From an optimization exercise on the open Yosys and OpenROAD flow, aimed at small area, a short achievable clock period and few clock cycles; shortcuts taken in it are not production practice.
At most, simulation tests tie the RTL to the original design; equivalence was not proved.
Power and IR drop assume default switching activity.

rev 12:
==> module circle_drawer, before the edit <==
module circle_drawer (
    input             clk,
    input             rst_,
    input      [41:0] in_op,
    input             in_rts,
    output            in_rtr,
    output            v_valid,
    output     [16:0] v_addr,
    output     [7:0]  v_mask,
    output     [11:0] v_col,
    input             v_take,
    output            busy
);
    reg        rdy;             
    reg        fin;             
    reg        drawing;         
    reg [9:0]  x0;
    reg [8:0]  y0;
    reg [6:0]  r;
    reg [11:0] col;
    reg [2:0]  oct;
    reg [6:0]  cx, cy;          
    reg signed [8:0] t;
    reg [9:0]  px;
    reg [8:0]  py;
    reg        newgrp;
    assign in_rtr = rdy;
    reg        gval, gclosed;
    reg [16:0] gaddr;
    reg [7:0]  gmask;
    wire draw_px = !rdy && !fin && drawing;
    wire lastpx  = (cx == cy);
    wire last    = lastpx && (oct == 3'd7);
    wire [7:0] pbit = 8'd1 << px[2:0];
    wire load_new = !gval || (gclosed && v_take);
    wire pix_ok  = draw_px && (load_new || (gval && !gclosed && !newgrp));
    wire [16:0] paddr = {py, 8'b0} - {4'b0, py, 4'b0} + {9'b0, px[9:3], 1'b0} + {10'b0, px[9:3]};
    assign v_valid = gval && gclosed;
    assign v_addr  = gaddr;
    assign v_mask  = gmask;
    assign v_col   = col;        
    assign busy    = !rdy || gval;
    wire       sx_p = (oct == 3'd0) || (oct == 3'd7);
    wire       sx_m = (oct == 3'd3) || (oct == 3'd4);
    wire       sy_p = (oct == 3'd1) || (oct == 3'd2);
    wire       sy_m = (oct == 3'd5) || (oct == 3'd6);
    wire [9:0] rx   = (sx_p || sx_m) ? {3'b0, r} : 10'd0;
    wire [8:0] ry   = (sy_p || sy_m) ? {2'b0, r} : 9'd0;
    wire xdec = !t[8];
    wire mv_x  = xdec ? (oct == 3'd0 || oct == 3'd3 || oct == 3'd4 || oct == 3'd7)
                      : (oct == 3'd1 || oct == 3'd2 || oct == 3'd5 || oct == 3'd6);
    wire mv_dn = xdec ? (oct == 3'd0 || oct == 3'd1 || oct == 3'd2 || oct == 3'd7)
                      : (oct == 3'd2 || oct == 3'd4 || oct == 3'd5 || oct == 3'd7);
    always @(posedge clk or negedge rst_) begin
        if (!rst_) begin
            rdy     <= 1'b1;
            fin     <= 1'b0;
            drawing <= 1'b0;
            oct     <= 3'd0;
        end else begin
            if (fin) begin
                if (v_take) begin
                    fin <= 1'b0;
                    rdy <= 1'b1;
                end
            end else if (rdy) begin
                if (in_rts) begin
                    rdy     <= 1'b0;
                    drawing <= 1'b0;
                    oct     <= 3'd0;
                end
            end else if (!drawing) begin
                drawing <= 1'b1;
            end else if (pix_ok && lastpx) begin
                drawing <= 1'b0;
                oct     <= oct + 3'd1;
                if (oct == 3'd7) fin <= 1'b1;
            end
        end
    end
    always @(posedge clk) begin
        if (rdy) begin
            if (in_rts) begin
                x0  <= in_op[41:32];
                y0  <= in_op[30:22];
                r   <= in_op[18:12];
                col <= in_op[11:0];
            end
        end else if (!drawing) begin
            cx <= r;
            cy <= 7'd0;
            t  <= 9'd1 - {2'b0, r};
            px <= sx_m ? x0 - rx : x0 + rx;
            py <= sy_m ? y0 - ry : y0 + ry;
            newgrp <= 1'b1;
        end else if (pix_ok && !lastpx) begin
            if (xdec) begin
                cx <= cx - 7'd1;
                t  <= t + 9'd2 - {1'b0, cx, 1'b0};
            end else begin
                cy <= cy + 7'd1;
                t  <= t + {1'b0, cy, 1'b0} + 9'd3;
            end
            if (mv_x) px <= mv_dn ? px - 10'd1 : px + 10'd1;
            else      py <= mv_dn ? py - 9'd1 : py + 9'd1;
            newgrp <= !mv_x || (mv_dn ? (px[2:0] == 3'd0) : (px[2:0] == 3'd7));
        end
    end
    always @(posedge clk or negedge rst_) begin
        if (!rst_) begin
            gval    <= 1'b0;
            gclosed <= 1'b0;
        end else begin
            if (pix_ok) begin
                gval    <= 1'b1;
                gclosed <= last;
            end else if (draw_px && gval && !gclosed) begin
                gclosed <= 1'b1;
            end else if (v_take) begin
                gval    <= 1'b0;
                gclosed <= 1'b0;
            end
        end
    end
    always @(posedge clk) begin
        if (pix_ok) begin
            if (load_new) begin
                gaddr <= paddr;
                gmask <= pbit;
            end else begin
                gmask <= gmask | pbit;
            end
        end
    end
endmodule
Settings: LEC_CHECK=0, CAP_MARGIN=20, CORE_MARGIN=2, CORE_UTILIZATION=40, SLEW_MARGIN=20; clock period 10.0 ns.
standard.sh (not shown) runs the stock make flow with config.mk's settings and CLKGATE_MAP_FILE= SYNTH_SCRIPT=/design/flow/synth_recipe.tcl, a recipe that flattens the netlist after the stock synthesis.
==> flow/flow/run.sh <==
#!/bin/bash
# The standard layout (standard.sh) with two repair settings changed:
#  - the port buffers are sky130_fd_sc_hd__buf_4 (buffer_ports picks
#    clkdlybuf4s50_1 by default, a slow delay cell);
set -euo pipefail
sed "s|CLKGATE_MAP_FILE= |CLKGATE_MAP_FILE= SETUP_SLACK_MARGIN=7 'BUFFER_PORTS_ARGS=-buffer_cell sky130_fd_sc_hd__buf_4' |" standard.sh > standard_tuned.sh
bash standard_tuned.sh > flow.log 2>&1
Modified inputs, rev 13 compared to rev 12
-- flow/design.v --
<<< rev 12, line 169
    reg [2:0]  oct;
    reg [6:0]  cx, cy;          
    reg signed [8:0] t;
    reg [9:0]  px;
>>> rev 13, line 169
    reg [2:0]  oct;
    reg [6:0]  cx, cy;          
    reg [6:0]  k;               
    reg        skip;            
    reg signed [8:0] t;
    reg [9:0]  px;
<<< rev 12, line 177
    reg [16:0] gaddr;
    reg [7:0]  gmask;
    wire draw_px = !rdy && !fin && drawing;
    wire lastpx  = (cx == cy);
    wire last    = lastpx && (oct == 3'd7);
    wire [7:0] pbit = 8'd1 << px[2:0];
>>> rev 13, line 179
    reg [16:0] gaddr;
    reg [7:0]  gmask;
    wire draw_px = !rdy && !fin && drawing && !skip;
    wire lastpx  = (k == 7'd0) || (swap && k == 7'd1);
    wire last    = lastpx && (oct == 3'd7);
    wire [7:0] pbit = 8'd1 << px[2:0];
<<< rev 12, line 189
    assign v_col   = col;        
    assign busy    = !rdy || gval;
    wire       sx_p = (oct == 3'd0) || (oct == 3'd7);
    wire       sx_m = (oct == 3'd3) || (oct == 3'd4);
    wire       sy_p = (oct == 3'd1) || (oct == 3'd2);
    wire       sy_m = (oct == 3'd5) || (oct == 3'd6);
    wire [9:0] rx   = (sx_p || sx_m) ? {3'b0, r} : 10'd0;
    wire [8:0] ry   = (sy_p || sy_m) ? {2'b0, r} : 9'd0;
    wire xdec = !t[8];
    wire mv_x  = xdec ? (oct == 3'd0 || oct == 3'd3 || oct == 3'd4 || oct == 3'd7)
                      : (oct == 3'd1 || oct == 3'd2 || oct == 3'd5 || oct == 3'd6);
    wire mv_dn = xdec ? (oct == 3'd0 || oct == 3'd1 || oct == 3'd2 || oct == 3'd7)
                      : (oct == 3'd2 || oct == 3'd4 || oct == 3'd5 || oct == 3'd7);
    always @(posedge clk or negedge rst_) begin
        if (!rst_) begin
>>> rev 13, line 191
    assign v_col   = col;        
    assign busy    = !rdy || gval;
    wire       swap = oct[0];
    wire       sxn  = oct[1];
    wire       syn  = oct[2];
    wire [9:0] x0pr = x0 + {3'b0, r};
    wire [9:0] x0mr = x0 - {3'b0, r};
    wire [8:0] y0pr = y0 + {2'b0, r};
    wire [8:0] y0mr = y0 - {2'b0, r};
    wire xdec  = !t[8];
    wire mv_x  = xdec ^ swap;
    wire mv_dn = mv_x ? (xdec ^ sxn) : (xdec ^ syn);
    always @(posedge clk or negedge rst_) begin
        if (!rst_) begin
<<< rev 12, line 220
            end else if (!drawing) begin
                drawing <= 1'b1;
            end else if (pix_ok && lastpx) begin
                drawing <= 1'b0;
                oct     <= oct + 3'd1;
>>> rev 13, line 221
            end else if (!drawing) begin
                drawing <= 1'b1;
            end else if ((pix_ok || skip) && lastpx) begin
                drawing <= 1'b0;
                oct     <= oct + 3'd1;
<<< rev 12, line 238
            cx <= r;
            cy <= 7'd0;
            t  <= 9'd1 - {2'b0, r};
            px <= sx_m ? x0 - rx : x0 + rx;
            py <= sy_m ? y0 - ry : y0 + ry;
            newgrp <= 1'b1;
        end else if (pix_ok && !lastpx) begin
            if (xdec) begin
                cx <= cx - 7'd1;
>>> rev 13, line 239
            cx <= r;
            cy <= 7'd0;
            k  <= r;
            t  <= 9'd1 - {2'b0, r};
            px <= swap ? x0 : (sxn ? x0mr : x0pr);
            py <= !swap ? y0 : (syn ? y0mr : y0pr);
            newgrp <= 1'b1;
            skip   <= !swap && syn;
        end else if ((pix_ok || skip) && !lastpx) begin
            skip <= 1'b0;
            k <= k - 7'd1;
            if (xdec) begin
                cx <= cx - 7'd1;
<<< rev 12, line 252
            if (mv_x) px <= mv_dn ? px - 10'd1 : px + 10'd1;
            else      py <= mv_dn ? py - 9'd1 : py + 9'd1;
            newgrp <= !mv_x || (mv_dn ? (px[2:0] == 3'd0) : (px[2:0] == 3'd7));
        end
    end
>>> rev 13, line 257
            if (mv_x) px <= mv_dn ? px - 10'd1 : px + 10'd1;
            else      py <= mv_dn ? py - 9'd1 : py + 9'd1;
            newgrp <= skip || !mv_x || (mv_dn ? (px[2:0] == 3'd0) : (px[2:0] == 3'd7));
        end
    end
Results
Rev 13 against rev 12: number of antenna violations at the first check in global routing neither gained nor lost much, share of the core filled with cells lost 1.0 points, minimum period implied by the final worst setup slack lost 0.027 ns, delay contributed by the slowest stage of the critical path picked up an extra 0.07 ns. The lower count of filler cells inserted in the layout of rev 13 and rev 12 is in rev 12. From rev 13 to rev 12, diode insertion count for antenna repair did not move at all. Rev 13 vs. rev 12: final instance area went up by about 2%. Rev 13 has more flip-flops than rev 12. Measured against each other, rev 13 and rev 12 differ in count of cell instances traversed by the critical path, the lower figure coming from rev 13. Against rev 12, violation count after the first detailed-routing iteration in rev 13 rose by more than 10%. When the final numbers for rev 13 and rev 12 were put side by side, the die footprint turned out to be smaller in rev 12. Switching share of power was higher in the run labelled rev 13. Part of the power in combinational logic in rev 13 is 0.8 points above rev 12. Between rev 13 and rev 12, it is rev 13 whose slew at the pin closest to its max-slew limit is higher, by 0.038 ns.
Testbench counts of rev 13, summed over its fixed seeds: cycles 95,149.
For rev 12, only the layout was checked, not whether the RTL still works.

-- separate check: timing with driven ports --
How much do the figures lean on ideal ports? The routed layouts below were timed once more, with nothing changed but the port constraints. Step 1 (the two cells are an assumption about what drives the block):
set clk [get_ports {clk}]
set_driving_cell -lib_cell sky130_fd_sc_hd__clkbuf_16 $clk
set_driving_cell -lib_cell sky130_fd_sc_hd__buf_2 [delete_from_list [all_inputs] $clk]
Step 2, shift: input delay + t, output delay - t, t = (earliest + latest rising clock arrival at the registers) / 2. This alone moves slack from input paths to output paths. a / b / c = ideal / step 1 / step 2; a / b = the first two.
run	t, ns	slack for setup (ns)	worst setup path after step 2	slew at the worst register clock pin (ns)
rev 12	0.628	6.678 / 6.620 / 6.550	input to register	0.06 / 0.06
rev 13	0.624	6.705 / 6.649 / 6.787	input to register	0.06 / 0.06
After both steps every run listed still meets setup and hold. For rev 12, which loses most, drivers alone change the setup slack by -0.058 ns; drivers and shift together by -0.128 ns.
